Source: an optimization exercise on an open RTL-to-GDS flow (aim: small area). Production flows keep margins and buffers that such runs may drop. The RTL was checked by simulation tests, not by an equivalence proof against the original design. Power is estimated from default activity; no workload was simulated. The clock port is modelled as an ideal driver; clocking choices that lean on that would not hold on a real chip.

==> flow/design.v, too long to show whole: its modules and the start of the top module <==
// module sub_e: 36 lines
// module upd_w: 239 lines
// module rem_b: 42 lines
// module get_s: 47 lines
// module upd_m: 98 lines
// module mul273: 114 lines
// module inc13: 34 lines
// module trapezoidal_filter: 91 lines
module trapezoidal_filter
(
	input SYS_CLK ,
	input RESET_N ,
	input signed [13:0] DATA_IN ,
	output signed [13:0] DATA_OUT ,
	output OVERFLOW
) ;
	localparam HD = 375;	 
	localparam SD = 28;	 
	reg [8:0] n;
	always @(negedge RESET_N or posedge SYS_CLK)
		if (!RESET_N) n <= 9'd0;
		else if (n != HD) n <= n + 9'd1;
	reg [13:0] H [0:HD-1];
	integer i;
	always @(posedge SYS_CLK) begin
		H[0] <= DATA_IN;
		for (i = 1; i < HD; i = i + 1) H[i] <= H[i-1];
	end
	wire [13:0] xa = (n >= 9'd3)    ? H[2]    : 14'd0;
	wire [13:0] xb = (n == HD)      ? H[HD-1] : 14'd0;
	wire [13:0] ya = (n >= 9'd2)    ? H[1]    : 14'd0;
	wire [13:0] yb = (n >= HD - 1)  ? H[HD-2] : 14'd0;
	wire [14:0] En;
	reg  [14:0] E;
	sub_e u_e (.A(ya), .B(yb), .D(En));
  // ...
==> flow/flow/run.sh <==
#!/bin/bash
set -euo pipefail
export CTS_ARGS="-sink_clustering_enable -repair_clock_nets -buf_list sky130_fd_sc_hd__clkbuf_4 -root_buf sky130_fd_sc_hd__clkbuf_16 -sink_clustering_buffer sky130_fd_sc_hd__buf_12 -dont_use_dummy_load -sink_clustering_size 34 -sink_clustering_max_diameter 70"
export BUFFER_PORTS_ARGS="-buffer_cell sky130_fd_sc_hd__buf_1"
export SYNTH_ARGS="-noabc"
echo "export DONT_USE_CELLS = sky130_fd_sc_hd__ha_1" >> config.mk
bash standard.sh > flow_make.log 2>&1
==> flow/standard.sh <==
#!/bin/bash
# synth_recipe.tcl (not shown) runs the flow's synth.tcl, then flattens the netlist and writes it again
# the make line also repeats each setting of config.mk as NAME=value (left out here)
make -C /OpenROAD-flow-scripts/flow DESIGN_CONFIG=/design/flow/config.mk WORK_HOME=/design/flow/orfs CLKGATE_MAP_FILE= SYNTH_SCRIPT=/design/flow/synth_recipe.tcl "${@:-finish}"
==> flow/config.mk <==
export PLATFORM = sky130hd
export DESIGN_NAME = trapezoidal_filter
export DESIGN_NICKNAME = trapezoidal_filter
export VERILOG_FILES = /design/flow/design.v
export SDC_FILE = /design/flow/constraint.sdc
export NUM_CORES = 4
export LEC_CHECK = 0
export CAP_MARGIN = 20
export CORE_MARGIN = 2
export CORE_UTILIZATION = 60
export SLEW_MARGIN = 20
export DONT_USE_CELLS = sky130_fd_sc_hd__ha_1
==> flow/constraint.sdc <==
create_clock -name core_clock -period 10.0 [get_ports {SYS_CLK}]
set_input_delay 2.0000 -clock core_clock [delete_from_list [all_inputs] [get_ports {SYS_CLK}]]
set_output_delay 2.0000 -clock core_clock [all_outputs]
set_load 0.01 [all_outputs]
==> summary.md, run 1 <==
| Metric | Value |
|---|---|
| Longest Clk Path Bufs | 3 |
| VDD IR max | about 0.00018 V |
| Post-synth EDFFs | 0 |
| H-tree depth | 4 |
| Hold depth | 0 |
| Count leader, synth | dfxtp_1 |
| CP Launch Type | flip-flop |
| Mux contribution to synthesized area | less than 1% |
| Status | complete, no violations |
| Half-perimeter wire length after placement | roughly 60000 um |
| Critical Path Source | n[1]$_DFFE_PN0P_ |
| Clock Power | a little under 9 mW |
| Mapped Area | between 100000 and 150000 um^2 |
| Initial antenna violation count | 9 |
| DR vias | ~38000 |
| Synth top cells by count | 5702 x dfxtp_1, 155 x fa_1, 106 x dfrtp_1 |
| Post-synth ARST share | approximately 1.8% |
| Final setup viols | 0 |
| FF/Latch Area | approximately 120000 um^2 |
| Max_cap viols | 0 |
| Placed cell count | 9048 |
| Worst setup endpoint | WL[9]$_DFF_PN0_ |
| Synth top area cells | dfxtp_1 93%, fa_1 2.5%, dfrtp_1 2.2% |
| Largest net degree at the start of global routing | roughly 60 |
| GR peak layer | met1 |
| Largest Register | H |
| Syn avg cell area | roughly 19 um^2 |
| Dominant kind of cell | flip-flops and latches |
| Ys Warns | 5 |
| Slowest library cell on the worst path | fa_1 |
==> module sub_e, before the edit <==
module sub_e
(
	input [13:0] A,
	input [13:0] B,
	output [14:0] D
);
	wire se_1 = A[0] ^ B[0];
	wire se_2 = ~A[0] & B[0];
	wire se_3 = ~A[1] ^ B[1] ^ se_2;
	wire se_4 = (~A[1] & B[1]) | (~A[1] & se_2) | (B[1] & se_2);
	wire se_5 = ~A[2] ^ B[2] ^ se_4;
	wire se_6 = (~A[2] & B[2]) | (~A[2] & se_4) | (B[2] & se_4);
	wire se_7 = ~A[3] ^ B[3] ^ se_6;
	wire se_8 = (~A[3] & B[3]) | (~A[3] & se_6) | (B[3] & se_6);
	wire se_9 = ~A[4] ^ B[4] ^ se_8;
	wire se_10 = (~A[4] & B[4]) | (~A[4] & se_8) | (B[4] & se_8);
	wire se_11 = ~A[5] ^ B[5] ^ se_10;
	wire se_12 = (~A[5] & B[5]) | (~A[5] & se_10) | (B[5] & se_10);
	wire se_13 = ~A[6] ^ B[6] ^ se_12;
	wire se_14 = (~A[6] & B[6]) | (~A[6] & se_12) | (B[6] & se_12);
	wire se_15 = ~A[7] ^ B[7] ^ se_14;
	wire se_16 = (~A[7] & B[7]) | (~A[7] & se_14) | (B[7] & se_14);
	wire se_17 = ~A[8] ^ B[8] ^ se_16;
	wire se_18 = (~A[8] & B[8]) | (~A[8] & se_16) | (B[8] & se_16);
	wire se_19 = ~A[9] ^ B[9] ^ se_18;
	wire se_20 = (~A[9] & B[9]) | (~A[9] & se_18) | (B[9] & se_18);
	wire se_21 = ~A[10] ^ B[10] ^ se_20;
	wire se_22 = (~A[10] & B[10]) | (~A[10] & se_20) | (B[10] & se_20);
	wire se_23 = ~A[11] ^ B[11] ^ se_22;
	wire se_24 = (~A[11] & B[11]) | (~A[11] & se_22) | (B[11] & se_22);
	wire se_25 = ~A[12] ^ B[12] ^ se_24;
	wire se_26 = (~A[12] & B[12]) | (~A[12] & se_24) | (B[12] & se_24);
	wire se_27 = A[13] ^ ~B[13] ^ se_26;
	wire se_28 = (A[13] & ~B[13]) | (A[13] & se_26) | (~B[13] & se_26);
	assign D = {se_28, ~se_27, ~se_25, ~se_23, ~se_21, ~se_19, ~se_17, ~se_15, ~se_13, ~se_11, ~se_9, ~se_7, ~se_5, ~se_3, se_1};
endmodule
==> inputs of run 2 (changes only) <==
==> flow/design.v (replaced) <==
module sub_e
(
	input [13:0] A,
	input [13:0] B,
	output [14:0] D
);
	wire se_1 = A[0] ^ ~B[0] ^ 1'b1;
	wire se_2 = (A[0] & ~B[0]) | (A[0] & 1'b1) | (~B[0] & 1'b1);
	wire se_3 = A[1] ^ ~B[1] ^ se_2;
	wire se_4 = (A[1] & ~B[1]) | (A[1] & se_2) | (~B[1] & se_2);
	wire se_5 = A[2] ^ ~B[2] ^ se_4;
	wire se_6 = (A[2] & ~B[2]) | (A[2] & se_4) | (~B[2] & se_4);
	wire se_7 = A[3] ^ ~B[3] ^ se_6;
	wire se_8 = (A[3] & ~B[3]) | (A[3] & se_6) | (~B[3] & se_6);
	wire se_9 = A[4] ^ ~B[4] ^ se_8;
	wire se_10 = (A[4] & ~B[4]) | (A[4] & se_8) | (~B[4] & se_8);
	wire se_11 = A[5] ^ ~B[5] ^ se_10;
	wire se_12 = (A[5] & ~B[5]) | (A[5] & se_10) | (~B[5] & se_10);
	wire se_13 = A[6] ^ ~B[6] ^ se_12;
	wire se_14 = (A[6] & ~B[6]) | (A[6] & se_12) | (~B[6] & se_12);
	wire se_15 = A[7] ^ ~B[7] ^ se_14;
	wire se_16 = (A[7] & ~B[7]) | (A[7] & se_14) | (~B[7] & se_14);
	wire se_17 = A[8] ^ ~B[8] ^ se_16;
	wire se_18 = (A[8] & ~B[8]) | (A[8] & se_16) | (~B[8] & se_16);
	wire se_19 = A[9] ^ ~B[9] ^ se_18;
	wire se_20 = (A[9] & ~B[9]) | (A[9] & se_18) | (~B[9] & se_18);
	wire se_21 = A[10] ^ ~B[10] ^ se_20;
	wire se_22 = (A[10] & ~B[10]) | (A[10] & se_20) | (~B[10] & se_20);
	wire se_23 = A[11] ^ ~B[11] ^ se_22;
	wire se_24 = (A[11] & ~B[11]) | (A[11] & se_22) | (~B[11] & se_22);
	wire se_25 = A[12] ^ ~B[12] ^ se_24;
	wire se_26 = (A[12] & ~B[12]) | (A[12] & se_24) | (~B[12] & se_24);
	wire se_27 = ~A[13] ^ B[13] ^ se_26;
	wire se_28 = (~A[13] & B[13]) | (~A[13] & se_26) | (B[13] & se_26);
	wire se_29 = 1'b1 ^ 1'b0 ^ se_28;
	wire se_30 = (1'b1 & 1'b0) | (1'b1 & se_28) | (1'b0 & se_28);
	assign D = {se_29, se_27, se_25, se_23, se_21, se_19, se_17, se_15, se_13, se_11, se_9, se_7, se_5, se_3, se_1};
endmodule
module upd_w
(
	input [9:0] WL,
	input [16:0] WH,
	input [14:0] E,
	input [5:0] R,
	input PA,
	input PB,
	input CI,
	output [9:0] WLN,
	output [16:0] WHN,
	output CO
);
	wire sz_1 = ~E[0] ^ R[0] ^ ~PA;
	wire sz_2 = (~E[0] & R[0]) | (~E[0] & ~PA) | (R[0] & ~PA);
	wire sz_3 = ~E[0] ^ ~E[3] ^ R[3];
	wire sz_4 = (~E[0] & ~E[3]) | (~E[0] & R[3]) | (~E[3] & R[3]);
	wire sz_5 = ~E[1] ^ ~E[4] ^ R[4];
	wire sz_6 = (~E[1] & ~E[4]) | (~E[1] & R[4]) | (~E[4] & R[4]);
	wire sz_7 = ~E[0] ^ ~E[2] ^ ~E[5];
	wire sz_8 = (~E[0] & ~E[2]) | (~E[0] & ~E[5]) | (~E[2] & ~E[5]);
	wire sz_9 = WL[0] ^ ~E[1] ^ ~E[3];
	wire sz_10 = (WL[0] & ~E[1]) | (WL[0] & ~E[3]) | (~E[1] & ~E[3]);
	wire sz_11 = ~E[6] ^ PA ^ ~PB;
	wire sz_12 = (~E[6] & PA) | (~E[6] & ~PB) | (PA & ~PB);
	wire sz_13 = WL[1] ^ ~E[2] ^ ~E[4];
	wire sz_14 = (WL[1] & ~E[2]) | (WL[1] & ~E[4]) | (~E[2] & ~E[4]);
	wire sz_15 = WL[2] ^ ~E[3] ^ ~E[5];
	wire sz_16 = (WL[2] & ~E[3]) | (WL[2] & ~E[5]) | (~E[3] & ~E[5]);
	wire sz_17 = WL[3] ^ ~E[4] ^ ~E[6];
	wire sz_18 = (WL[3] & ~E[4]) | (WL[3] & ~E[6]) | (~E[4] & ~E[6]);
	wire sz_19 = WL[4] ^ E[0] ^ ~E[5];
	wire sz_20 = (WL[4] & E[0]) | (WL[4] & ~E[5]) | (E[0] & ~E[5]);
	wire sz_21 = ~E[7] ^ ~E[10] ^ 1'b1;
	wire sz_22 = (~E[7] & ~E[10]) | (~E[7] & 1'b1) | (~E[10] & 1'b1);
	wire sz_23 = WL[5] ^ E[1] ^ ~E[6];
	wire sz_24 = (WL[5] & E[1]) | (WL[5] & ~E[6]) | (E[1] & ~E[6]);
	wire sz_25 = ~E[8] ^ ~E[11] ^ 1'b1;
	wire sz_26 = (~E[8] & ~E[11]) | (~E[8] & 1'b1) | (~E[11] & 1'b1);
	wire sz_27 = WL[6] ^ E[2] ^ ~E[7];
	wire sz_28 = (WL[6] & E[2]) | (WL[6] & ~E[7]) | (E[2] & ~E[7]);
	wire sz_29 = ~E[9] ^ ~E[12] ^ 1'b1;
	wire sz_30 = (~E[9] & ~E[12]) | (~E[9] & 1'b1) | (~E[12] & 1'b1);
	wire sz_31 = WL[7] ^ E[3] ^ ~E[8];
	wire sz_32 = (WL[7] & E[3]) | (WL[7] & ~E[8]) | (E[3] & ~E[8]);
	wire sz_33 = ~E[10] ^ ~E[13] ^ 1'b1;
	wire sz_34 = (~E[10] & ~E[13]) | (~E[10] & 1'b1) | (~E[13] & 1'b1);
	wire sz_35 = WL[8] ^ E[4] ^ ~E[9];
	wire sz_36 = (WL[8] & E[4]) | (WL[8] & ~E[9]) | (E[4] & ~E[9]);
	wire sz_37 = WL[9] ^ E[5] ^ ~E[10];
	wire sz_38 = (WL[9] & E[5]) | (WL[9] & ~E[10]) | (E[5] & ~E[10]);
	wire sz_39 = WH[0] ^ E[6] ^ ~E[11];
	wire sz_40 = (WH[0] & E[6]) | (WH[0] & ~E[11]) | (E[6] & ~E[11]);
	wire sz_41 = WH[1] ^ E[7] ^ ~E[12];
	wire sz_42 = (WH[1] & E[7]) | (WH[1] & ~E[12]) | (E[7] & ~E[12]);
	wire sz_43 = WH[2] ^ E[8] ^ ~E[13];
	wire sz_44 = (WH[2] & E[8]) | (WH[2] & ~E[13]) | (E[8] & ~E[13]);
	wire sz_45 = WH[3] ^ E[9] ^ E[14];
	wire sz_46 = (WH[3] & E[9]) | (WH[3] & E[14]) | (E[9] & E[14]);
	wire sz_47 = WH[4] ^ E[10] ^ 1'b1;
	wire sz_48 = (WH[4] & E[10]) | (WH[4] & 1'b1) | (E[10] & 1'b1);
	wire sz_49 = WH[5] ^ E[11] ^ 1'b1;
	wire sz_50 = (WH[5] & E[11]) | (WH[5] & 1'b1) | (E[11] & 1'b1);
	wire sz_51 = WH[6] ^ E[12] ^ 1'b1;
	wire sz_52 = (WH[6] & E[12]) | (WH[6] & 1'b1) | (E[12] & 1'b1);
	wire sz_53 = WH[7] ^ E[13] ^ 1'b1;
	wire sz_54 = (WH[7] & E[13]) | (WH[7] & 1'b1) | (E[13] & 1'b1);
	wire sz_55 = sz_2 ^ ~E[1] ^ R[1];
	wire sz_56 = (sz_2 & ~E[1]) | (sz_2 & R[1]) | (~E[1] & R[1]);
	wire sz_57 = sz_6 ^ sz_7 ^ R[5];
	wire sz_58 = (sz_6 & sz_7) | (sz_6 & R[5]) | (sz_7 & R[5]);
	wire sz_59 = sz_8 ^ sz_9 ^ sz_11;
	wire sz_60 = (sz_8 & sz_9) | (sz_8 & sz_11) | (sz_9 & sz_11);
	wire sz_61 = sz_10 ^ sz_12 ^ sz_13;
	wire sz_62 = (sz_10 & sz_12) | (sz_10 & sz_13) | (sz_12 & sz_13);
	wire sz_63 = sz_14 ^ sz_15 ^ ~E[8];
	wire sz_64 = (sz_14 & sz_15) | (sz_14 & ~E[8]) | (sz_15 & ~E[8]);
	wire sz_65 = sz_16 ^ sz_17 ^ ~E[9];
	wire sz_66 = (sz_16 & sz_17) | (sz_16 & ~E[9]) | (sz_17 & ~E[9]);
	wire sz_67 = sz_18 ^ sz_19 ^ sz_21;
	wire sz_68 = (sz_18 & sz_19) | (sz_18 & sz_21) | (sz_19 & sz_21);
	wire sz_69 = sz_20 ^ sz_22 ^ sz_23;
	wire sz_70 = (sz_20 & sz_22) | (sz_20 & sz_23) | (sz_22 & sz_23);
	wire sz_71 = sz_24 ^ sz_26 ^ sz_27;
	wire sz_72 = (sz_24 & sz_26) | (sz_24 & sz_27) | (sz_26 & sz_27);
	wire sz_73 = sz_28 ^ sz_30 ^ sz_31;
	wire sz_74 = (sz_28 & sz_30) | (sz_28 & sz_31) | (sz_30 & sz_31);
	wire sz_75 = sz_32 ^ sz_34 ^ sz_35;
	wire sz_76 = (sz_32 & sz_34) | (sz_32 & sz_35) | (sz_34 & sz_35);
	wire sz_77 = sz_36 ^ sz_37 ^ ~E[12];
	wire sz_78 = (sz_36 & sz_37) | (sz_36 & ~E[12]) | (sz_37 & ~E[12]);
	wire sz_79 = sz_38 ^ sz_39 ^ ~E[13];
	wire sz_80 = (sz_38 & sz_39) | (sz_38 & ~E[13]) | (sz_39 & ~E[13]);
	wire sz_81 = sz_40 ^ sz_41 ^ E[14];
	wire sz_82 = (sz_40 & sz_41) | (sz_40 & E[14]) | (sz_41 & E[14]);
	wire sz_83 = sz_42 ^ sz_43 ^ 1'b1;
	wire sz_84 = (sz_42 & sz_43) | (sz_42 & 1'b1) | (sz_43 & 1'b1);
	wire sz_85 = sz_54 ^ WH[8] ^ ~E[14];
	wire sz_86 = (sz_54 & WH[8]) | (sz_54 & ~E[14]) | (WH[8] & ~E[14]);
	wire sz_87 = sz_56 ^ ~E[2] ^ R[2];
	wire sz_88 = (sz_56 & ~E[2]) | (sz_56 & R[2]) | (~E[2] & R[2]);
	wire sz_89 = sz_58 ^ sz_59 ^ 1'b1;
	wire sz_90 = (sz_58 & sz_59) | (sz_58 & 1'b1) | (sz_59 & 1'b1);
	wire sz_91 = sz_60 ^ sz_61 ^ ~E[7];
	wire sz_92 = (sz_60 & sz_61) | (sz_60 & ~E[7]) | (sz_61 & ~E[7]);
	wire sz_93 = sz_62 ^ sz_63 ^ 1'b1;
	wire sz_94 = (sz_62 & sz_63) | (sz_62 & 1'b1) | (sz_63 & 1'b1);
	wire sz_95 = sz_64 ^ sz_65 ^ 1'b1;
	wire sz_96 = (sz_64 & sz_65) | (sz_64 & 1'b1) | (sz_65 & 1'b1);
	wire sz_97 = sz_68 ^ sz_69 ^ sz_25;
	wire sz_98 = (sz_68 & sz_69) | (sz_68 & sz_25) | (sz_69 & sz_25);
	wire sz_99 = sz_70 ^ sz_71 ^ sz_29;
	wire sz_100 = (sz_70 & sz_71) | (sz_70 & sz_29) | (sz_71 & sz_29);
	wire sz_101 = sz_72 ^ sz_73 ^ sz_33;
	wire sz_102 = (sz_72 & sz_73) | (sz_72 & sz_33) | (sz_73 & sz_33);
	wire sz_103 = sz_74 ^ sz_75 ^ ~E[11];
	wire sz_104 = (sz_74 & sz_75) | (sz_74 & ~E[11]) | (sz_75 & ~E[11]);
	wire sz_105 = sz_76 ^ sz_77 ^ 1'b1;
	wire sz_106 = (sz_76 & sz_77) | (sz_76 & 1'b1) | (sz_77 & 1'b1);
	wire sz_107 = sz_78 ^ sz_79 ^ 1'b1;
	wire sz_108 = (sz_78 & sz_79) | (sz_78 & 1'b1) | (sz_79 & 1'b1);
	wire sz_109 = sz_84 ^ sz_44 ^ sz_45;
	wire sz_110 = (sz_84 & sz_44) | (sz_84 & sz_45) | (sz_44 & sz_45);
	wire sz_111 = sz_86 ^ WH[9] ^ 1'b1;
	wire sz_112 = (sz_86 & WH[9]) | (sz_86 & 1'b1) | (WH[9] & 1'b1);
	wire sz_113 = sz_88 ^ sz_3 ^ 1'b1;
	wire sz_114 = (sz_88 & sz_3) | (sz_88 & 1'b1) | (sz_3 & 1'b1);
	wire sz_115 = sz_90 ^ sz_91 ^ 1'b1;
	wire sz_116 = (sz_90 & sz_91) | (sz_90 & 1'b1) | (sz_91 & 1'b1);
	wire sz_117 = sz_96 ^ sz_66 ^ sz_67;
	wire sz_118 = (sz_96 & sz_66) | (sz_96 & sz_67) | (sz_66 & sz_67);
	wire sz_119 = sz_102 ^ sz_103 ^ E[14];
	wire sz_120 = (sz_102 & sz_103) | (sz_102 & E[14]) | (sz_103 & E[14]);
	wire sz_121 = sz_108 ^ sz_80 ^ sz_81;
	wire sz_122 = (sz_108 & sz_80) | (sz_108 & sz_81) | (sz_80 & sz_81);
	wire sz_123 = sz_110 ^ sz_46 ^ sz_47;
	wire sz_124 = (sz_110 & sz_46) | (sz_110 & sz_47) | (sz_46 & sz_47);
	wire sz_125 = sz_112 ^ WH[10] ^ 1'b1;
	wire sz_126 = (sz_112 & WH[10]) | (sz_112 & 1'b1) | (WH[10] & 1'b1);
	wire sz_127 = sz_114 ^ sz_4 ^ sz_5;
	wire sz_128 = (sz_114 & sz_4) | (sz_114 & sz_5) | (sz_4 & sz_5);
	wire sz_129 = sz_116 ^ sz_92 ^ sz_93;
	wire sz_130 = (sz_116 & sz_92) | (sz_116 & sz_93) | (sz_92 & sz_93);
	wire sz_131 = sz_120 ^ sz_104 ^ sz_105;
	wire sz_132 = (sz_120 & sz_104) | (sz_120 & sz_105) | (sz_104 & sz_105);
	wire sz_133 = sz_122 ^ sz_82 ^ sz_83;
	wire sz_134 = (sz_122 & sz_82) | (sz_122 & sz_83) | (sz_82 & sz_83);
	wire sz_135 = sz_124 ^ sz_48 ^ sz_49;
	wire sz_136 = (sz_124 & sz_48) | (sz_124 & sz_49) | (sz_48 & sz_49);
	wire sz_137 = sz_126 ^ WH[11] ^ 1'b1;
	wire sz_138 = (sz_126 & WH[11]) | (sz_126 & 1'b1) | (WH[11] & 1'b1);
	wire sz_139 = sz_128 ^ sz_57 ^ 1'b1;
	wire sz_140 = (sz_128 & sz_57) | (sz_128 & 1'b1) | (sz_57 & 1'b1);
	wire sz_141 = sz_130 ^ sz_94 ^ sz_95;
	wire sz_142 = (sz_130 & sz_94) | (sz_130 & sz_95) | (sz_94 & sz_95);
	wire sz_143 = sz_132 ^ sz_106 ^ sz_107;
	wire sz_144 = (sz_132 & sz_106) | (sz_132 & sz_107) | (sz_106 & sz_107);
	wire sz_145 = sz_136 ^ sz_50 ^ sz_51;
	wire sz_146 = (sz_136 & sz_50) | (sz_136 & sz_51) | (sz_50 & sz_51);
	wire sz_147 = sz_138 ^ WH[12] ^ 1'b1;
	wire sz_148 = (sz_138 & WH[12]) | (sz_138 & 1'b1) | (WH[12] & 1'b1);
	wire sz_149 = sz_146 ^ sz_52 ^ sz_53;
	wire sz_150 = (sz_146 & sz_52) | (sz_146 & sz_53) | (sz_52 & sz_53);
	wire sz_151 = sz_148 ^ WH[13] ^ 1'b1;
	wire sz_152 = (sz_148 & WH[13]) | (sz_148 & 1'b1) | (WH[13] & 1'b1);
	wire sz_153 = sz_152 ^ WH[14] ^ 1'b1;
	wire sz_154 = (sz_152 & WH[14]) | (sz_152 & 1'b1) | (WH[14] & 1'b1);
	wire sz_155 = sz_154 ^ WH[15] ^ 1'b1;
	wire sz_156 = (sz_154 & WH[15]) | (sz_154 & 1'b1) | (WH[15] & 1'b1);
	wire sz_158 = (sz_1 & PB) | (sz_1 & 1'b0) | (PB & 1'b0);
	wire sz_160 = (sz_55 & 1'b0) | (sz_55 & sz_158) | (1'b0 & sz_158);
	wire sz_162 = (sz_87 & 1'b0) | (sz_87 & sz_160) | (1'b0 & sz_160);
	wire sz_164 = (sz_113 & 1'b0) | (sz_113 & sz_162) | (1'b0 & sz_162);
	wire sz_166 = (sz_127 & 1'b0) | (sz_127 & sz_164) | (1'b0 & sz_164);
	wire sz_168 = (sz_139 & 1'b0) | (sz_139 & sz_166) | (1'b0 & sz_166);
	wire sz_169 = sz_140 ^ sz_89 ^ sz_168;
	wire sz_170 = (sz_140 & sz_89) | (sz_140 & sz_168) | (sz_89 & sz_168);
	wire sz_171 = sz_115 ^ 1'b0 ^ sz_170;
	wire sz_172 = (sz_115 & 1'b0) | (sz_115 & sz_170) | (1'b0 & sz_170);
	wire sz_173 = sz_129 ^ 1'b0 ^ sz_172;
	wire sz_174 = (sz_129 & 1'b0) | (sz_129 & sz_172) | (1'b0 & sz_172);
	wire sz_175 = sz_141 ^ 1'b0 ^ sz_174;
	wire sz_176 = (sz_141 & 1'b0) | (sz_141 & sz_174) | (1'b0 & sz_174);
	wire sz_177 = sz_142 ^ sz_117 ^ sz_176;
	wire sz_178 = (sz_142 & sz_117) | (sz_142 & sz_176) | (sz_117 & sz_176);
	wire sz_179 = sz_118 ^ sz_97 ^ sz_178;
	wire sz_180 = (sz_118 & sz_97) | (sz_118 & sz_178) | (sz_97 & sz_178);
	wire sz_181 = sz_98 ^ sz_99 ^ sz_180;
	wire sz_182 = (sz_98 & sz_99) | (sz_98 & sz_180) | (sz_99 & sz_180);
	wire sz_183 = sz_100 ^ sz_101 ^ sz_182;
	wire sz_184 = (sz_100 & sz_101) | (sz_100 & sz_182) | (sz_101 & sz_182);
	wire sz_185 = sz_119 ^ 1'b0 ^ sz_184;
	wire sz_186 = (sz_119 & 1'b0) | (sz_119 & sz_184) | (1'b0 & sz_184);
	wire sz_187 = sz_131 ^ 1'b0 ^ sz_186;
	wire sz_188 = (sz_131 & 1'b0) | (sz_131 & sz_186) | (1'b0 & sz_186);
	wire sz_189 = sz_143 ^ 1'b0 ^ CI;
	wire sz_190 = (sz_143 & 1'b0) | (sz_143 & CI) | (1'b0 & CI);
	wire sz_191 = sz_144 ^ sz_121 ^ sz_190;
	wire sz_192 = (sz_144 & sz_121) | (sz_144 & sz_190) | (sz_121 & sz_190);
	wire sz_193 = sz_133 ^ 1'b0 ^ sz_192;
	wire sz_194 = (sz_133 & 1'b0) | (sz_133 & sz_192) | (1'b0 & sz_192);
	wire sz_195 = sz_134 ^ sz_109 ^ sz_194;
	wire sz_196 = (sz_134 & sz_109) | (sz_134 & sz_194) | (sz_109 & sz_194);
	wire sz_197 = sz_123 ^ 1'b0 ^ sz_196;
	wire sz_198 = (sz_123 & 1'b0) | (sz_123 & sz_196) | (1'b0 & sz_196);
	wire sz_199 = sz_135 ^ 1'b0 ^ sz_198;
	wire sz_200 = (sz_135 & 1'b0) | (sz_135 & sz_198) | (1'b0 & sz_198);
	wire sz_201 = sz_145 ^ 1'b0 ^ sz_200;
	wire sz_202 = (sz_145 & 1'b0) | (sz_145 & sz_200) | (1'b0 & sz_200);
	wire sz_203 = sz_149 ^ 1'b0 ^ sz_202;
	wire sz_204 = (sz_149 & 1'b0) | (sz_149 & sz_202) | (1'b0 & sz_202);
	wire sz_205 = sz_150 ^ sz_85 ^ sz_204;
	wire sz_206 = (sz_150 & sz_85) | (sz_150 & sz_204) | (sz_85 & sz_204);
	wire sz_207 = sz_111 ^ 1'b0 ^ sz_206;
	wire sz_208 = (sz_111 & 1'b0) | (sz_111 & sz_206) | (1'b0 & sz_206);
	wire sz_209 = sz_125 ^ 1'b0 ^ sz_208;
	wire sz_210 = (sz_125 & 1'b0) | (sz_125 & sz_208) | (1'b0 & sz_208);
	wire sz_211 = sz_137 ^ 1'b0 ^ sz_210;
	wire sz_212 = (sz_137 & 1'b0) | (sz_137 & sz_210) | (1'b0 & sz_210);
	wire sz_213 = sz_147 ^ 1'b0 ^ sz_212;
	wire sz_214 = (sz_147 & 1'b0) | (sz_147 & sz_212) | (1'b0 & sz_212);
	wire sz_215 = sz_151 ^ 1'b0 ^ sz_214;
	wire sz_216 = (sz_151 & 1'b0) | (sz_151 & sz_214) | (1'b0 & sz_214);
	wire sz_217 = sz_153 ^ 1'b0 ^ sz_216;
	wire sz_218 = (sz_153 & 1'b0) | (sz_153 & sz_216) | (1'b0 & sz_216);
	wire sz_219 = sz_155 ^ 1'b0 ^ sz_218;
	wire sz_220 = (sz_155 & 1'b0) | (sz_155 & sz_218) | (1'b0 & sz_218);
	wire sz_221 = sz_156 ^ ~WH[16] ^ sz_220;
	wire sz_222 = (sz_156 & ~WH[16]) | (sz_156 & sz_220) | (~WH[16] & sz_220);
	assign WLN = {sz_187, sz_185, sz_183, sz_181, sz_179, sz_177, sz_175, sz_173, sz_171, sz_169};
	assign WHN = {sz_221, sz_219, sz_217, sz_215, sz_213, sz_211, sz_209, sz_207, sz_205, sz_203, sz_201, sz_199, sz_197, sz_195, sz_193, sz_191, sz_189};
	assign CO = sz_188;
endmodule
module rem_b
(
	input [5:0] B,
	input P,
	output [5:0] R
);
	wire sr_1 = B[0] ^ ~P ^ 1'b1;
	wire sr_2 = (B[0] & ~P) | (B[0] & 1'b1) | (~P & 1'b1);
	wire sr_3 = B[1] ^ B[0] ^ 1'b1;
	wire sr_4 = (B[1] & B[0]) | (B[1] & 1'b1) | (B[0] & 1'b1);
	wire sr_5 = B[2] ^ B[1] ^ B[0];
	wire sr_6 = (B[2] & B[1]) | (B[2] & B[0]) | (B[1] & B[0]);
	wire sr_7 = B[3] ^ B[2] ^ B[1];
	wire sr_8 = (B[3] & B[2]) | (B[3] & B[1]) | (B[2] & B[1]);
	wire sr_9 = B[4] ^ B[3] ^ B[2];
	wire sr_10 = (B[4] & B[3]) | (B[4] & B[2]) | (B[3] & B[2]);
	wire sr_11 = B[5] ^ B[4] ^ B[3];
	wire sr_12 = (B[5] & B[4]) | (B[5] & B[3]) | (B[4] & B[3]);
	wire sr_13 = sr_4 ^ sr_5 ^ 1'b1;
	wire sr_14 = (sr_4 & sr_5) | (sr_4 & 1'b1) | (sr_5 & 1'b1);
	wire sr_15 = sr_6 ^ sr_7 ^ 1'b1;
	wire sr_16 = (sr_6 & sr_7) | (sr_6 & 1'b1) | (sr_7 & 1'b1);
	wire sr_17 = sr_8 ^ sr_9 ^ B[0];
	wire sr_18 = (sr_8 & sr_9) | (sr_8 & B[0]) | (sr_9 & B[0]);
	wire sr_19 = sr_10 ^ sr_11 ^ B[1];
	wire sr_20 = (sr_10 & sr_11) | (sr_10 & B[1]) | (sr_11 & B[1]);
	wire sr_21 = sr_16 ^ sr_17 ^ 1'b1;
	wire sr_22 = (sr_16 & sr_17) | (sr_16 & 1'b1) | (sr_17 & 1'b1);
	wire sr_23 = sr_18 ^ sr_19 ^ 1'b1;
	wire sr_24 = (sr_18 & sr_19) | (sr_18 & 1'b1) | (sr_19 & 1'b1);
	wire sr_25 = sr_1 ^ 1'b0 ^ 1'b0;
	wire sr_26 = (sr_1 & 1'b0) | (sr_1 & 1'b0) | (1'b0 & 1'b0);
	wire sr_27 = sr_2 ^ sr_3 ^ sr_26;
	wire sr_28 = (sr_2 & sr_3) | (sr_2 & sr_26) | (sr_3 & sr_26);
	wire sr_29 = sr_13 ^ 1'b0 ^ sr_28;
	wire sr_30 = (sr_13 & 1'b0) | (sr_13 & sr_28) | (1'b0 & sr_28);
	wire sr_31 = sr_14 ^ sr_15 ^ sr_30;
	wire sr_32 = (sr_14 & sr_15) | (sr_14 & sr_30) | (sr_15 & sr_30);
	wire sr_33 = sr_21 ^ 1'b0 ^ sr_32;
	wire sr_34 = (sr_21 & 1'b0) | (sr_21 & sr_32) | (1'b0 & sr_32);
	wire sr_35 = sr_22 ^ sr_23 ^ sr_34;
	wire sr_36 = (sr_22 & sr_23) | (sr_22 & sr_34) | (sr_23 & sr_34);
	assign R = {sr_35, sr_33, sr_31, sr_29, sr_27, sr_25};
endmodule
module get_s
(
	input [16:0] WH,
	input [14:0] E,
	input CI,
	output [16:0] S
);
	wire ss_1 = WH[14] ^ ~E[14] ^ 1'b1;
	wire ss_2 = (WH[14] & ~E[14]) | (WH[14] & 1'b1) | (~E[14] & 1'b1);
	wire ss_3 = ss_2 ^ WH[15] ^ 1'b1;
	wire ss_4 = (ss_2 & WH[15]) | (ss_2 & 1'b1) | (WH[15] & 1'b1);
	wire ss_5 = WH[0] ^ E[0] ^ CI;
	wire ss_6 = (WH[0] & E[0]) | (WH[0] & CI) | (E[0] & CI);
	wire ss_7 = WH[1] ^ E[1] ^ ss_6;
	wire ss_8 = (WH[1] & E[1]) | (WH[1] & ss_6) | (E[1] & ss_6);
	wire ss_9 = WH[2] ^ E[2] ^ ss_8;
	wire ss_10 = (WH[2] & E[2]) | (WH[2] & ss_8) | (E[2] & ss_8);
	wire ss_11 = WH[3] ^ E[3] ^ ss_10;
	wire ss_12 = (WH[3] & E[3]) | (WH[3] & ss_10) | (E[3] & ss_10);
	wire ss_13 = WH[4] ^ E[4] ^ ss_12;
	wire ss_14 = (WH[4] & E[4]) | (WH[4] & ss_12) | (E[4] & ss_12);
	wire ss_15 = WH[5] ^ E[5] ^ ss_14;
	wire ss_16 = (WH[5] & E[5]) | (WH[5] & ss_14) | (E[5] & ss_14);
	wire ss_17 = WH[6] ^ E[6] ^ ss_16;
	wire ss_18 = (WH[6] & E[6]) | (WH[6] & ss_16) | (E[6] & ss_16);
	wire ss_19 = WH[7] ^ E[7] ^ ss_18;
	wire ss_20 = (WH[7] & E[7]) | (WH[7] & ss_18) | (E[7] & ss_18);
	wire ss_21 = WH[8] ^ E[8] ^ ss_20;
	wire ss_22 = (WH[8] & E[8]) | (WH[8] & ss_20) | (E[8] & ss_20);
	wire ss_23 = WH[9] ^ E[9] ^ ss_22;
	wire ss_24 = (WH[9] & E[9]) | (WH[9] & ss_22) | (E[9] & ss_22);
	wire ss_25 = WH[10] ^ E[10] ^ ss_24;
	wire ss_26 = (WH[10] & E[10]) | (WH[10] & ss_24) | (E[10] & ss_24);
	wire ss_27 = WH[11] ^ E[11] ^ ss_26;
	wire ss_28 = (WH[11] & E[11]) | (WH[11] & ss_26) | (E[11] & ss_26);
	wire ss_29 = WH[12] ^ E[12] ^ ss_28;
	wire ss_30 = (WH[12] & E[12]) | (WH[12] & ss_28) | (E[12] & ss_28);
	wire ss_31 = WH[13] ^ E[13] ^ ss_30;
	wire ss_32 = (WH[13] & E[13]) | (WH[13] & ss_30) | (E[13] & ss_30);
	wire ss_33 = ss_1 ^ 1'b0 ^ ss_32;
	wire ss_34 = (ss_1 & 1'b0) | (ss_1 & ss_32) | (1'b0 & ss_32);
	wire ss_35 = ss_3 ^ 1'b0 ^ ss_34;
	wire ss_36 = (ss_3 & 1'b0) | (ss_3 & ss_34) | (1'b0 & ss_34);
	wire ss_37 = ss_4 ^ ~WH[16] ^ ss_36;
	wire ss_38 = (ss_4 & ~WH[16]) | (ss_4 & ss_36) | (~WH[16] & ss_36);
	assign S = {ss_37, ss_35, ss_33, ss_31, ss_29, ss_27, ss_25, ss_23, ss_21, ss_19, ss_17, ss_15, ss_13, ss_11, ss_9, ss_7, ss_5};
endmodule
module upd_m
(
	input [21:0] M,
	input [16:0] WH,
	input [14:0] E,
	input [16:0] SO,
	input CW,
	input CI,
	output [21:0] MN,
	output CO
);
	wire sm_1 = M[0] ^ WH[0] ^ E[0];
	wire sm_2 = (M[0] & WH[0]) | (M[0] & E[0]) | (WH[0] & E[0]);
	wire sm_3 = ~SO[0] ^ CW ^ 1'b1;
	wire sm_4 = (~SO[0] & CW) | (~SO[0] & 1'b1) | (CW & 1'b1);
	wire sm_5 = M[1] ^ WH[1] ^ E[1];
	wire sm_6 = (M[1] & WH[1]) | (M[1] & E[1]) | (WH[1] & E[1]);
	wire sm_7 = M[2] ^ WH[2] ^ E[2];
	wire sm_8 = (M[2] & WH[2]) | (M[2] & E[2]) | (WH[2] & E[2]);
	wire sm_9 = M[3] ^ WH[3] ^ E[3];
	wire sm_10 = (M[3] & WH[3]) | (M[3] & E[3]) | (WH[3] & E[3]);
	wire sm_11 = M[4] ^ WH[4] ^ E[4];
	wire sm_12 = (M[4] & WH[4]) | (M[4] & E[4]) | (WH[4] & E[4]);
	wire sm_13 = M[5] ^ WH[5] ^ E[5];
	wire sm_14 = (M[5] & WH[5]) | (M[5] & E[5]) | (WH[5] & E[5]);
	wire sm_15 = M[6] ^ WH[6] ^ E[6];
	wire sm_16 = (M[6] & WH[6]) | (M[6] & E[6]) | (WH[6] & E[6]);
	wire sm_17 = M[7] ^ WH[7] ^ E[7];
	wire sm_18 = (M[7] & WH[7]) | (M[7] & E[7]) | (WH[7] & E[7]);
	wire sm_19 = M[8] ^ WH[8] ^ E[8];
	wire sm_20 = (M[8] & WH[8]) | (M[8] & E[8]) | (WH[8] & E[8]);
	wire sm_21 = M[9] ^ WH[9] ^ E[9];
	wire sm_22 = (M[9] & WH[9]) | (M[9] & E[9]) | (WH[9] & E[9]);
	wire sm_23 = M[10] ^ WH[10] ^ E[10];
	wire sm_24 = (M[10] & WH[10]) | (M[10] & E[10]) | (WH[10] & E[10]);
	wire sm_25 = M[11] ^ WH[11] ^ E[11];
	wire sm_26 = (M[11] & WH[11]) | (M[11] & E[11]) | (WH[11] & E[11]);
	wire sm_27 = M[12] ^ WH[12] ^ E[12];
	wire sm_28 = (M[12] & WH[12]) | (M[12] & E[12]) | (WH[12] & E[12]);
	wire sm_29 = M[13] ^ WH[13] ^ E[13];
	wire sm_30 = (M[13] & WH[13]) | (M[13] & E[13]) | (WH[13] & E[13]);
	wire sm_31 = M[14] ^ WH[14] ^ ~E[14];
	wire sm_32 = (M[14] & WH[14]) | (M[14] & ~E[14]) | (WH[14] & ~E[14]);
	wire sm_33 = M[15] ^ WH[15] ^ ~SO[15];
	wire sm_34 = (M[15] & WH[15]) | (M[15] & ~SO[15]) | (WH[15] & ~SO[15]);
	wire sm_35 = M[16] ^ ~WH[16] ^ SO[16];
	wire sm_36 = (M[16] & ~WH[16]) | (M[16] & SO[16]) | (~WH[16] & SO[16]);
	wire sm_37 = sm_2 ^ sm_4 ^ sm_5;
	wire sm_38 = (sm_2 & sm_4) | (sm_2 & sm_5) | (sm_4 & sm_5);
	wire sm_39 = sm_6 ^ sm_7 ^ ~SO[2];
	wire sm_40 = (sm_6 & sm_7) | (sm_6 & ~SO[2]) | (sm_7 & ~SO[2]);
	wire sm_41 = sm_8 ^ sm_9 ^ ~SO[3];
	wire sm_42 = (sm_8 & sm_9) | (sm_8 & ~SO[3]) | (sm_9 & ~SO[3]);
	wire sm_43 = sm_10 ^ sm_11 ^ ~SO[4];
	wire sm_44 = (sm_10 & sm_11) | (sm_10 & ~SO[4]) | (sm_11 & ~SO[4]);
	wire sm_45 = sm_12 ^ sm_13 ^ ~SO[5];
	wire sm_46 = (sm_12 & sm_13) | (sm_12 & ~SO[5]) | (sm_13 & ~SO[5]);
	wire sm_47 = sm_14 ^ sm_15 ^ ~SO[6];
	wire sm_48 = (sm_14 & sm_15) | (sm_14 & ~SO[6]) | (sm_15 & ~SO[6]);
	wire sm_49 = sm_16 ^ sm_17 ^ ~SO[7];
	wire sm_50 = (sm_16 & sm_17) | (sm_16 & ~SO[7]) | (sm_17 & ~SO[7]);
	wire sm_51 = sm_18 ^ sm_19 ^ ~SO[8];
	wire sm_52 = (sm_18 & sm_19) | (sm_18 & ~SO[8]) | (sm_19 & ~SO[8]);
	wire sm_53 = sm_20 ^ sm_21 ^ ~SO[9];
	wire sm_54 = (sm_20 & sm_21) | (sm_20 & ~SO[9]) | (sm_21 & ~SO[9]);
	wire sm_55 = sm_22 ^ sm_23 ^ ~SO[10];
	wire sm_56 = (sm_22 & sm_23) | (sm_22 & ~SO[10]) | (sm_23 & ~SO[10]);
	wire sm_57 = sm_24 ^ sm_25 ^ ~SO[11];
	wire sm_58 = (sm_24 & sm_25) | (sm_24 & ~SO[11]) | (sm_25 & ~SO[11]);
	wire sm_59 = sm_26 ^ sm_27 ^ ~SO[12];
	wire sm_60 = (sm_26 & sm_27) | (sm_26 & ~SO[12]) | (sm_27 & ~SO[12]);
	wire sm_61 = sm_28 ^ sm_29 ^ ~SO[13];
	wire sm_62 = (sm_28 & sm_29) | (sm_28 & ~SO[13]) | (sm_29 & ~SO[13]);
	wire sm_63 = sm_30 ^ sm_31 ^ ~SO[14];
	wire sm_64 = (sm_30 & sm_31) | (sm_30 & ~SO[14]) | (sm_31 & ~SO[14]);
	wire sm_65 = sm_32 ^ sm_33 ^ 1'b1;
	wire sm_66 = (sm_32 & sm_33) | (sm_32 & 1'b1) | (sm_33 & 1'b1);
	wire sm_67 = sm_34 ^ sm_35 ^ 1'b1;
	wire sm_68 = (sm_34 & sm_35) | (sm_34 & 1'b1) | (sm_35 & 1'b1);
	wire sm_69 = sm_62 ^ sm_63 ^ 1'b1;
	wire sm_70 = (sm_62 & sm_63) | (sm_62 & 1'b1) | (sm_63 & 1'b1);
	wire sm_71 = sm_68 ^ sm_36 ^ M[17];
	wire sm_72 = (sm_68 & sm_36) | (sm_68 & M[17]) | (sm_36 & M[17]);
	wire sm_73 = sm_70 ^ sm_64 ^ sm_65;
	wire sm_74 = (sm_70 & sm_64) | (sm_70 & sm_65) | (sm_64 & sm_65);
	wire sm_75 = sm_72 ^ M[18] ^ 1'b1;
	wire sm_76 = (sm_72 & M[18]) | (sm_72 & 1'b1) | (M[18] & 1'b1);
	wire sm_77 = sm_74 ^ sm_66 ^ sm_67;
	wire sm_78 = (sm_74 & sm_66) | (sm_74 & sm_67) | (sm_66 & sm_67);
	wire sm_79 = sm_76 ^ M[19] ^ 1'b1;
	wire sm_80 = (sm_76 & M[19]) | (sm_76 & 1'b1) | (M[19] & 1'b1);
	wire sm_81 = sm_80 ^ M[20] ^ 1'b1;
	wire sm_82 = (sm_80 & M[20]) | (sm_80 & 1'b1) | (M[20] & 1'b1);
	wire sm_83 = sm_1 ^ sm_3 ^ 1'b0;
	wire sm_84 = (sm_1 & sm_3) | (sm_1 & 1'b0) | (sm_3 & 1'b0);
	wire sm_85 = sm_37 ^ ~SO[1] ^ sm_84;
	wire sm_86 = (sm_37 & ~SO[1]) | (sm_37 & sm_84) | (~SO[1] & sm_84);
	wire sm_87 = sm_38 ^ sm_39 ^ sm_86;
	wire sm_88 = (sm_38 & sm_39) | (sm_38 & sm_86) | (sm_39 & sm_86);
	wire sm_89 = sm_40 ^ sm_41 ^ sm_88;
	wire sm_90 = (sm_40 & sm_41) | (sm_40 & sm_88) | (sm_41 & sm_88);
	wire sm_91 = sm_42 ^ sm_43 ^ sm_90;
	wire sm_92 = (sm_42 & sm_43) | (sm_42 & sm_90) | (sm_43 & sm_90);
	wire sm_93 = sm_44 ^ sm_45 ^ sm_92;
	wire sm_94 = (sm_44 & sm_45) | (sm_44 & sm_92) | (sm_45 & sm_92);
	wire sm_95 = sm_46 ^ sm_47 ^ sm_94;
	wire sm_96 = (sm_46 & sm_47) | (sm_46 & sm_94) | (sm_47 & sm_94);
	wire sm_97 = sm_48 ^ sm_49 ^ sm_96;
	wire sm_98 = (sm_48 & sm_49) | (sm_48 & sm_96) | (sm_49 & sm_96);
	wire sm_99 = sm_50 ^ sm_51 ^ sm_98;
	wire sm_100 = (sm_50 & sm_51) | (sm_50 & sm_98) | (sm_51 & sm_98);
	wire sm_101 = sm_52 ^ sm_53 ^ sm_100;
	wire sm_102 = (sm_52 & sm_53) | (sm_52 & sm_100) | (sm_53 & sm_100);
	wire sm_103 = sm_54 ^ sm_55 ^ sm_102;
	wire sm_104 = (sm_54 & sm_55) | (sm_54 & sm_102) | (sm_55 & sm_102);
	wire sm_105 = sm_56 ^ sm_57 ^ CI;
	wire sm_106 = (sm_56 & sm_57) | (sm_56 & CI) | (sm_57 & CI);
	wire sm_107 = sm_58 ^ sm_59 ^ sm_106;
	wire sm_108 = (sm_58 & sm_59) | (sm_58 & sm_106) | (sm_59 & sm_106);
	wire sm_109 = sm_60 ^ sm_61 ^ sm_108;
	wire sm_110 = (sm_60 & sm_61) | (sm_60 & sm_108) | (sm_61 & sm_108);
	wire sm_111 = sm_69 ^ 1'b0 ^ sm_110;
	wire sm_112 = (sm_69 & 1'b0) | (sm_69 & sm_110) | (1'b0 & sm_110);
	wire sm_113 = sm_73 ^ 1'b0 ^ sm_112;
	wire sm_114 = (sm_73 & 1'b0) | (sm_73 & sm_112) | (1'b0 & sm_112);
	wire sm_115 = sm_77 ^ 1'b0 ^ sm_114;
	wire sm_116 = (sm_77 & 1'b0) | (sm_77 & sm_114) | (1'b0 & sm_114);
	wire sm_117 = sm_78 ^ sm_71 ^ sm_116;
	wire sm_118 = (sm_78 & sm_71) | (sm_78 & sm_116) | (sm_71 & sm_116);
	wire sm_119 = sm_75 ^ 1'b0 ^ sm_118;
	wire sm_120 = (sm_75 & 1'b0) | (sm_75 & sm_118) | (1'b0 & sm_118);
	wire sm_121 = sm_79 ^ 1'b0 ^ sm_120;
	wire sm_122 = (sm_79 & 1'b0) | (sm_79 & sm_120) | (1'b0 & sm_120);
	wire sm_123 = sm_81 ^ 1'b0 ^ sm_122;
	wire sm_124 = (sm_81 & 1'b0) | (sm_81 & sm_122) | (1'b0 & sm_122);
	wire sm_125 = sm_82 ^ ~M[21] ^ sm_124;
	wire sm_126 = (sm_82 & ~M[21]) | (sm_82 & sm_124) | (~M[21] & sm_124);
	assign MN = {sm_125, sm_123, sm_121, sm_119, sm_117, sm_115, sm_113, sm_111, sm_109, sm_107, sm_105, sm_103, sm_101, sm_99, sm_97, sm_95, sm_93, sm_91, sm_89, sm_87, sm_85, sm_83};
	assign CO = sm_104;
endmodule
module mul273
(
	input [21:0] M,
	input CI,
	output [12:0] HI,
	output C13
);
	wire sf_1 = M[0] ^ M[4] ^ M[8];
	wire sf_2 = (M[0] & M[4]) | (M[0] & M[8]) | (M[4] & M[8]);
	wire sf_3 = M[1] ^ M[5] ^ M[9];
	wire sf_4 = (M[1] & M[5]) | (M[1] & M[9]) | (M[5] & M[9]);
	wire sf_5 = M[2] ^ M[6] ^ M[10];
	wire sf_6 = (M[2] & M[6]) | (M[2] & M[10]) | (M[6] & M[10]);
	wire sf_7 = M[3] ^ M[7] ^ M[11];
	wire sf_8 = (M[3] & M[7]) | (M[3] & M[11]) | (M[7] & M[11]);
	wire sf_9 = M[4] ^ M[8] ^ M[12];
	wire sf_10 = (M[4] & M[8]) | (M[4] & M[12]) | (M[8] & M[12]);
	wire sf_11 = M[5] ^ M[9] ^ M[13];
	wire sf_12 = (M[5] & M[9]) | (M[5] & M[13]) | (M[9] & M[13]);
	wire sf_13 = M[6] ^ M[10] ^ M[14];
	wire sf_14 = (M[6] & M[10]) | (M[6] & M[14]) | (M[10] & M[14]);
	wire sf_15 = M[7] ^ M[11] ^ M[15];
	wire sf_16 = (M[7] & M[11]) | (M[7] & M[15]) | (M[11] & M[15]);
	wire sf_17 = M[8] ^ M[12] ^ M[16];
	wire sf_18 = (M[8] & M[12]) | (M[8] & M[16]) | (M[12] & M[16]);
	wire sf_19 = M[9] ^ M[13] ^ M[17];
	wire sf_20 = (M[9] & M[13]) | (M[9] & M[17]) | (M[13] & M[17]);
	wire sf_21 = M[10] ^ M[14] ^ M[18];
	wire sf_22 = (M[10] & M[14]) | (M[10] & M[18]) | (M[14] & M[18]);
	wire sf_23 = M[11] ^ M[15] ^ M[19];
	wire sf_24 = (M[11] & M[15]) | (M[11] & M[19]) | (M[15] & M[19]);
	wire sf_25 = M[12] ^ M[16] ^ M[20];
	wire sf_26 = (M[12] & M[16]) | (M[12] & M[20]) | (M[16] & M[20]);
	wire sf_27 = M[13] ^ M[17] ^ ~M[21];
	wire sf_28 = (M[13] & M[17]) | (M[13] & ~M[21]) | (M[17] & ~M[21]);
	wire sf_29 = M[14] ^ M[18] ^ 1'b1;
	wire sf_30 = (M[14] & M[18]) | (M[14] & 1'b1) | (M[18] & 1'b1);
	wire sf_31 = M[15] ^ M[19] ^ 1'b1;
	wire sf_32 = (M[15] & M[19]) | (M[15] & 1'b1) | (M[19] & 1'b1);
	wire sf_33 = M[16] ^ M[20] ^ 1'b1;
	wire sf_34 = (M[16] & M[20]) | (M[16] & 1'b1) | (M[20] & 1'b1);
	wire sf_35 = sf_6 ^ sf_7 ^ CI;
	wire sf_36 = (sf_6 & sf_7) | (sf_6 & CI) | (sf_7 & CI);
	wire sf_37 = sf_14 ^ sf_15 ^ CI;
	wire sf_38 = (sf_14 & sf_15) | (sf_14 & CI) | (sf_15 & CI);
	wire sf_39 = sf_22 ^ sf_23 ^ CI;
	wire sf_40 = (sf_22 & sf_23) | (sf_22 & CI) | (sf_23 & CI);
	wire sf_41 = sf_26 ^ sf_27 ^ 1'b1;
	wire sf_42 = (sf_26 & sf_27) | (sf_26 & 1'b1) | (sf_27 & 1'b1);
	wire sf_43 = sf_34 ^ M[17] ^ ~M[21];
	wire sf_44 = (sf_34 & M[17]) | (sf_34 & ~M[21]) | (M[17] & ~M[21]);
	wire sf_45 = sf_36 ^ sf_8 ^ sf_9;
	wire sf_46 = (sf_36 & sf_8) | (sf_36 & sf_9) | (sf_8 & sf_9);
	wire sf_47 = sf_38 ^ sf_16 ^ sf_17;
	wire sf_48 = (sf_38 & sf_16) | (sf_38 & sf_17) | (sf_16 & sf_17);
	wire sf_49 = sf_40 ^ sf_24 ^ sf_25;
	wire sf_50 = (sf_40 & sf_24) | (sf_40 & sf_25) | (sf_24 & sf_25);
	wire sf_51 = sf_42 ^ sf_28 ^ sf_29;
	wire sf_52 = (sf_42 & sf_28) | (sf_42 & sf_29) | (sf_28 & sf_29);
	wire sf_53 = sf_46 ^ sf_10 ^ sf_11;
	wire sf_54 = (sf_46 & sf_10) | (sf_46 & sf_11) | (sf_10 & sf_11);
	wire sf_55 = sf_48 ^ sf_18 ^ sf_19;
	wire sf_56 = (sf_48 & sf_18) | (sf_48 & sf_19) | (sf_18 & sf_19);
	wire sf_57 = sf_52 ^ sf_30 ^ sf_31;
	wire sf_58 = (sf_52 & sf_30) | (sf_52 & sf_31) | (sf_30 & sf_31);
	wire sf_59 = sf_54 ^ sf_12 ^ sf_13;
	wire sf_60 = (sf_54 & sf_12) | (sf_54 & sf_13) | (sf_12 & sf_13);
	wire sf_61 = sf_56 ^ sf_20 ^ sf_21;
	wire sf_62 = (sf_56 & sf_20) | (sf_56 & sf_21) | (sf_20 & sf_21);
	wire sf_63 = sf_58 ^ sf_32 ^ sf_33;
	wire sf_64 = (sf_58 & sf_32) | (sf_58 & sf_33) | (sf_32 & sf_33);
	wire sf_66 = (M[0] & 1'b0) | (M[0] & 1'b0) | (1'b0 & 1'b0);
	wire sf_68 = (M[1] & 1'b0) | (M[1] & sf_66) | (1'b0 & sf_66);
	wire sf_70 = (M[2] & 1'b0) | (M[2] & sf_68) | (1'b0 & sf_68);
	wire sf_72 = (M[3] & 1'b0) | (M[3] & sf_70) | (1'b0 & sf_70);
	wire sf_74 = (M[0] & M[4]) | (M[0] & sf_72) | (M[4] & sf_72);
	wire sf_76 = (M[1] & M[5]) | (M[1] & sf_74) | (M[5] & sf_74);
	wire sf_78 = (M[2] & M[6]) | (M[2] & sf_76) | (M[6] & sf_76);
	wire sf_80 = (M[3] & M[7]) | (M[3] & sf_78) | (M[7] & sf_78);
	wire sf_82 = (sf_1 & 1'b0) | (sf_1 & sf_80) | (1'b0 & sf_80);
	wire sf_84 = (sf_2 & sf_3) | (sf_2 & sf_82) | (sf_3 & sf_82);
	wire sf_86 = (sf_4 & sf_5) | (sf_4 & sf_84) | (sf_5 & sf_84);
	wire sf_88 = (sf_35 & 1'b0) | (sf_35 & sf_86) | (1'b0 & sf_86);
	wire sf_90 = (sf_45 & 1'b0) | (sf_45 & sf_88) | (1'b0 & sf_88);
	wire sf_91 = sf_53 ^ 1'b0 ^ 1'b0;
	wire sf_92 = (sf_53 & 1'b0) | (sf_53 & 1'b0) | (1'b0 & 1'b0);
	wire sf_93 = sf_59 ^ 1'b0 ^ sf_92;
	wire sf_94 = (sf_59 & 1'b0) | (sf_59 & sf_92) | (1'b0 & sf_92);
	wire sf_95 = sf_60 ^ sf_37 ^ sf_94;
	wire sf_96 = (sf_60 & sf_37) | (sf_60 & sf_94) | (sf_37 & sf_94);
	wire sf_97 = sf_47 ^ 1'b0 ^ sf_96;
	wire sf_98 = (sf_47 & 1'b0) | (sf_47 & sf_96) | (1'b0 & sf_96);
	wire sf_99 = sf_55 ^ 1'b0 ^ sf_98;
	wire sf_100 = (sf_55 & 1'b0) | (sf_55 & sf_98) | (1'b0 & sf_98);
	wire sf_101 = sf_61 ^ 1'b0 ^ sf_100;
	wire sf_102 = (sf_61 & 1'b0) | (sf_61 & sf_100) | (1'b0 & sf_100);
	wire sf_103 = sf_62 ^ sf_39 ^ sf_102;
	wire sf_104 = (sf_62 & sf_39) | (sf_62 & sf_102) | (sf_39 & sf_102);
	wire sf_105 = sf_49 ^ 1'b0 ^ sf_104;
	wire sf_106 = (sf_49 & 1'b0) | (sf_49 & sf_104) | (1'b0 & sf_104);
	wire sf_107 = sf_50 ^ sf_41 ^ sf_106;
	wire sf_108 = (sf_50 & sf_41) | (sf_50 & sf_106) | (sf_41 & sf_106);
	wire sf_109 = sf_51 ^ 1'b0 ^ sf_108;
	wire sf_110 = (sf_51 & 1'b0) | (sf_51 & sf_108) | (1'b0 & sf_108);
	wire sf_111 = sf_57 ^ 1'b0 ^ sf_110;
	wire sf_112 = (sf_57 & 1'b0) | (sf_57 & sf_110) | (1'b0 & sf_110);
	wire sf_113 = sf_63 ^ 1'b0 ^ sf_112;
	wire sf_114 = (sf_63 & 1'b0) | (sf_63 & sf_112) | (1'b0 & sf_112);
	wire sf_115 = sf_64 ^ sf_43 ^ sf_114;
	wire sf_116 = (sf_64 & sf_43) | (sf_64 & sf_114) | (sf_43 & sf_114);
	assign HI = {sf_115, sf_113, sf_111, sf_109, sf_107, sf_105, sf_103, sf_101, sf_99, sf_97, sf_95, sf_93, sf_91};
	assign C13 = sf_90;
endmodule
module inc13
(
	input [12:0] HI,
	input CI,
	output [12:0] O
);
	wire so_1 = HI[0] ^ 1'b0 ^ CI;
	wire so_2 = (HI[0] & 1'b0) | (HI[0] & CI) | (1'b0 & CI);
	wire so_3 = HI[1] ^ 1'b0 ^ so_2;
	wire so_4 = (HI[1] & 1'b0) | (HI[1] & so_2) | (1'b0 & so_2);
	wire so_5 = HI[2] ^ 1'b0 ^ so_4;
	wire so_6 = (HI[2] & 1'b0) | (HI[2] & so_4) | (1'b0 & so_4);
	wire so_7 = HI[3] ^ 1'b0 ^ so_6;
	wire so_8 = (HI[3] & 1'b0) | (HI[3] & so_6) | (1'b0 & so_6);
	wire so_9 = HI[4] ^ 1'b0 ^ so_8;
	wire so_10 = (HI[4] & 1'b0) | (HI[4] & so_8) | (1'b0 & so_8);
	wire so_11 = HI[5] ^ 1'b0 ^ so_10;
	wire so_12 = (HI[5] & 1'b0) | (HI[5] & so_10) | (1'b0 & so_10);
	wire so_13 = HI[6] ^ 1'b0 ^ so_12;
	wire so_14 = (HI[6] & 1'b0) | (HI[6] & so_12) | (1'b0 & so_12);
	wire so_15 = HI[7] ^ 1'b0 ^ so_14;
	wire so_16 = (HI[7] & 1'b0) | (HI[7] & so_14) | (1'b0 & so_14);
	wire so_17 = HI[8] ^ 1'b0 ^ so_16;
	wire so_18 = (HI[8] & 1'b0) | (HI[8] & so_16) | (1'b0 & so_16);
	wire so_19 = HI[9] ^ 1'b0 ^ so_18;
	wire so_20 = (HI[9] & 1'b0) | (HI[9] & so_18) | (1'b0 & so_18);
	wire so_21 = HI[10] ^ 1'b0 ^ so_20;
	wire so_22 = (HI[10] & 1'b0) | (HI[10] & so_20) | (1'b0 & so_20);
	wire so_23 = HI[11] ^ 1'b0 ^ so_22;
	wire so_24 = (HI[11] & 1'b0) | (HI[11] & so_22) | (1'b0 & so_22);
	wire so_25 = HI[12] ^ 1'b0 ^ so_24;
	wire so_26 = (HI[12] & 1'b0) | (HI[12] & so_24) | (1'b0 & so_24);
	assign O = {so_25, so_23, so_21, so_19, so_17, so_15, so_13, so_11, so_9, so_7, so_5, so_3, so_1};
endmodule
module trapezoidal_filter
(
	input SYS_CLK ,
	input RESET_N ,
	input signed [13:0] DATA_IN ,
	output signed [13:0] DATA_OUT ,
	output OVERFLOW
) ;
	localparam HD = 376;	 
	localparam SD = 27;	 
	reg [8:0] n;
	always @(negedge RESET_N or posedge SYS_CLK)
		if (!RESET_N) n <= 9'd0;
		else if (n != HD) n <= n + 9'd1;
	reg [13:0] H [0:HD-1];
	integer i;
	always @(posedge SYS_CLK) begin
		H[0] <= DATA_IN;
		for (i = 1; i < HD; i = i + 1) H[i] <= H[i-1];
	end
	wire [13:0] xa = (n >= 9'd4)    ? H[3]    : 14'd0;
	wire [13:0] xb = (n == HD)      ? H[HD-1] : 14'd0;
	wire [13:0] ya = (n >= 9'd3)    ? H[2]    : 14'd0;
	wire [13:0] yb = (n >= HD - 1)  ? H[HD-2] : 14'd0;
	wire [14:0] En;
	reg  [14:0] E;
	sub_e u_e (.A(ya), .B(yb), .D(En));
	always @(negedge RESET_N or posedge SYS_CLK)
		if (!RESET_N) E <= 15'd0;
		else E <= En;
	wire [5:0] rb;
	rem_b u_r (.B(xb[5:0]), .P(~xb[13]), .R(rb));
	reg  [9:0]  WL;
	reg  [16:0] WH;
	reg         cW;
	wire [9:0]  WLn;
	wire [16:0] WHn;
	wire        cWn;
	upd_w u_w (.WL(WL), .WH(WH), .E(E), .R(rb), .PA(~xa[13]), .PB(~xb[13]), .CI(cW),
		.WLN(WLn), .WHN(WHn), .CO(cWn));
	always @(negedge RESET_N or posedge SYS_CLK)
		if (!RESET_N) begin
			WL <= 10'd0;
			WH <= 17'd0;
			cW <= 1'b0;
		end else begin
			WL <= WLn;
			WH <= WHn;
			cW <= cWn;
		end
	wire [16:0] s;
	get_s u_s (.WH(WH), .E(E), .CI(cW), .S(s));
	reg [16:0] S [0:SD-1];
	always @(posedge SYS_CLK) begin
		S[0] <= s;
		for (i = 1; i < SD; i = i + 1) S[i] <= S[i-1];
	end
	wire [16:0] so = (n >= SD) ? S[SD-1] : 17'd0;
	reg  [21:0] M;
	reg         cM;
	wire [21:0] Mn;
	wire        cMn;
	upd_m u_m (.M(M), .WH(WH), .E(E), .SO(so), .CW(cW), .CI(cM), .MN(Mn), .CO(cMn));
	always @(negedge RESET_N or posedge SYS_CLK)
		if (!RESET_N) begin
			M  <= 22'd0;
			cM <= 1'b0;
		end else begin
			M  <= Mn;
			cM <= cMn;
		end
	wire [12:0] hi;
	wire        c13;
	mul273 u_f (.M(M), .CI(cM), .HI(hi), .C13(c13));
	wire neg = M[21] ^ (cM & (&M[20:11]));
	reg [12:0] OH;
	reg        OC;
	always @(negedge RESET_N or posedge SYS_CLK)
		if (!RESET_N) begin
			OH <= 13'd0;
			OC <= 1'b0;
		end else begin
			OH <= neg ? 13'd0 : hi;
			OC <= neg ? 1'b0 : c13;
		end
	wire [12:0] o;
	inc13 u_i (.HI(OH), .CI(OC), .O(o));
	assign DATA_OUT = {1'b0, o};
	assign OVERFLOW = 1'b0;
endmodule
==> flow/flow/run.sh (replaced) <==
#!/bin/bash
set -euo pipefail
export CTS_ARGS="-sink_clustering_enable -repair_clock_nets -buf_list sky130_fd_sc_hd__clkbuf_16 -root_buf sky130_fd_sc_hd__clkbuf_16 -sink_clustering_buffer sky130_fd_sc_hd__clkbuf_16 -dont_use_dummy_load -sink_clustering_size 35 -sink_clustering_max_diameter 70"
bash standard.sh > flow_make.log 2>&1
==> flow/config.mk (replaced) <==
export PLATFORM = sky130hd
export DESIGN_NAME = trapezoidal_filter
export DESIGN_NICKNAME = trapezoidal_filter
export VERILOG_FILES = /design/flow/design.v
export SDC_FILE = /design/flow/constraint.sdc
export NUM_CORES = 4
export LEC_CHECK = 0
export CAP_MARGIN = 20
export CORE_MARGIN = 2
export CORE_UTILIZATION = 60
export SLEW_MARGIN = 20
==> run 2 against run 1 <==
Still clean; clock power rose by 6.7%; final area grew 1.9%; wire length up 0.82%; worst hold slack improved by 48 ps; fmax grew 6.8%; total power up 2.2%; cell count is 1.7% higher.
==> summary.md, run 2 <==
| Metric | Value |
|---|---|
| Status | complete, no violations |
| Longest Clk Path Bufs | 3 (unchanged) |
| Initial Util | around three fifths |
| FF/Latch Area | 117000 um^2 (-0.12%) |
| Post-synth EDFFs | 0 (unchanged) |
| Mapped Area | 123000 um^2 (+0.90%) |
| Largest stage delay, worst path | ~690 ps |
| Slowest library cell on the worst path | dfrtp_1 |
| Synth top area cells | dfxtp_1 93%, fa_1 2.8%, dfrtp_1 1.8% |
| FILL cells | between 10000 and 15000 |
| Half-perimeter wire length after placement | 61400 um (+2.5%) |
| Final Cycle Share | between 70% and 80% |
| H-tree depth | 4 (unchanged) |
| Clock sink count | 5805 |
| DR vias | 38800 (+1.2%) |
| Crit path kind | reg -> reg |
| Setup crit end kind | flip-flop |
| Syn avg cell area | 18.9 um^2 (-1.3%) |
| Worst Max-Slew Pin Slew | between 600 and 700 ps |
| Synth top cells by count | 5716 x dfxtp_1, 273 x inv_1, 171 x fa_1 |
| Core Footprint | a little over 200000 um^2 |
| VDD IR max | 0.000220 V (+25%) |
| CP max FO | 18 |
| Leading cell types in the layout, fill and taps excluded | 5716 x dfxtp_1, 273 x inv_1, 196 x clkbuf_16 |
| # rows | around 170 |
| Final setup viols | 0 (unchanged) |
| CP Launch Type | flip-flop |
| Gate power share | under 10% |
| Count leader, synth | dfxtp_1 |
| Critical path buffers and inverters | 7 |
| Die width | about 460 um |
| Slew Limit Fails | 0 |
| Biggest regs | H x5257, S x459, M x22 |
| Largest net degree at the start of global routing | 70 (+15%) |
| Most common cell after layout, fill and taps aside | dfxtp_1 |
| Shortest period the worst path allows | about 7700 ps |
| Final nets | 7013 |
| Pwr Total | about 37 mW |
| Most frequent CP cell | fa_1 |
| Vias in the first global route | 38800 |
| Post-synth ARST share | 1.53% (-0.29 points) |
| Max_cap viols | 0 (unchanged) |
| Ys Warns | 3 (-2) |
| Post-synth cell types | 42 |
| Layout cell share with drive strength beyond 1 | between 3 and 4% |
| Initial antenna violation count | 9 (unchanged) |
| Largest Register | H |
| P_sw | 7.95 mW |
| Top FF cell, synth | dfxtp_1 |
run 2: changes by cell type in the layout (fill, tap and decap cells not counted), moves of 30 or more:
cell       change
xor2_1        -30
xnor2_1       -38
buf_12       -180
nand2_1       -31
ha_1         +100
inv_1        +210
clkbuf_16    +195
run 2: through the flow:
stage | cells | area, um^2 | utilization [%]
after global placement | 9215 | 127000 | 62.1
after CTS | 9411 | 132000 | 64.5
after global routing | 9414 | 132000 | 64.5
after floorplan | 6519 | 123000 | -
after detailed placement | 9215 | 127000 | 62.1
final | 9415 | 132000 | 64.5
run 2: layout make-up:
| type | instances | area share [%] |
|---|---|---|
| clock buffer | 196 | 3.72 |
| timing repair buffer | 30 | 0.231 |
| multi-input combinational | 420 | 4.28 |
| sequential | 5805 | 88.4 |
| antenna | 3 | 0.00569 |
| tap | 2688 | 2.55 |
| inverter | 273 | 0.777 |
run 2: kinds of logic after synthesis:
group / share of synthesized area (%)
xor+xnor: 0.184
simple gates: 0.488
mux: 0.0182
fa+ha+maj: 3.79
buf+inv: 0.959
compound gates: 0.0790
flops: 94.5
other cells: 0.00304
run 2: final timing paths:
| kind | depth (start not counted) | to | slack [ps] | start |
|---|---|---|---|---|
| setup reg to reg | 27 | WL[9]$_DFF_PN0_ | 2330 | n[8]$_DFFE_PN0P_ |
| hold reg to reg | 0 | H[98][11]$_DFF_P_ | 260 | H[97][11]$_DFF_P_ |
| min in group asynchronous | 1 | M[20]$_DFF_PN0_ | 1020 | RESET_N |
| setup / recovery | 27 | WL[9]$_DFF_PN0_ | 2330 | n[8]$_DFFE_PN0P_ |
| hold / removal | 0 | H[98][11]$_DFF_P_ | 260 | H[97][11]$_DFF_P_ |
| max in group asynchronous | 3 | WH[4]$_DFF_PN0_ | 7850 | RESET_N |
run 2: worst reg2reg max path: cells and delay by family (launching register included):
family	cells	cell delay (ps)
adders and majority gates	17	5550
DFF	1	690
buffers and inverters	7	380
and+or+nand+nor	3	880
run 2: power by group through the flow:
stage | Clock [mW] | Combinational [mW] | Sequential, mW
finish | 9.49 | 2.88 | 24.9
floorplan | 0 | 2.21 | 25.3
global placement | 0 | 2.91 | 25.5
CTS | 9.87 | 3.01 | 25.0
global route | 10.6 | 3.53 | 25.1
detailed placement | 0 | 2.98 | 25.5
run 2: layer usage:
layer / global-route usage, % / vias up / share of wire, %
li1: - / 19900 / -
met1: 19.1 / 18400 / 57
met2: 15.4 / 277 / 37
met3: 2.35 / 244 / 3.4
met4: 3.87 / 0 / 2.7
met5: 0 / - / 0

Check on run 2: ideal ports give 2.328 ns setup slack; a clkbuf_16 on the clock port and buf_2 on the inputs give 2.328 ns; moving port delays by the midpoint clock arrival (0.886 ns) as well gives 2.328 ns.
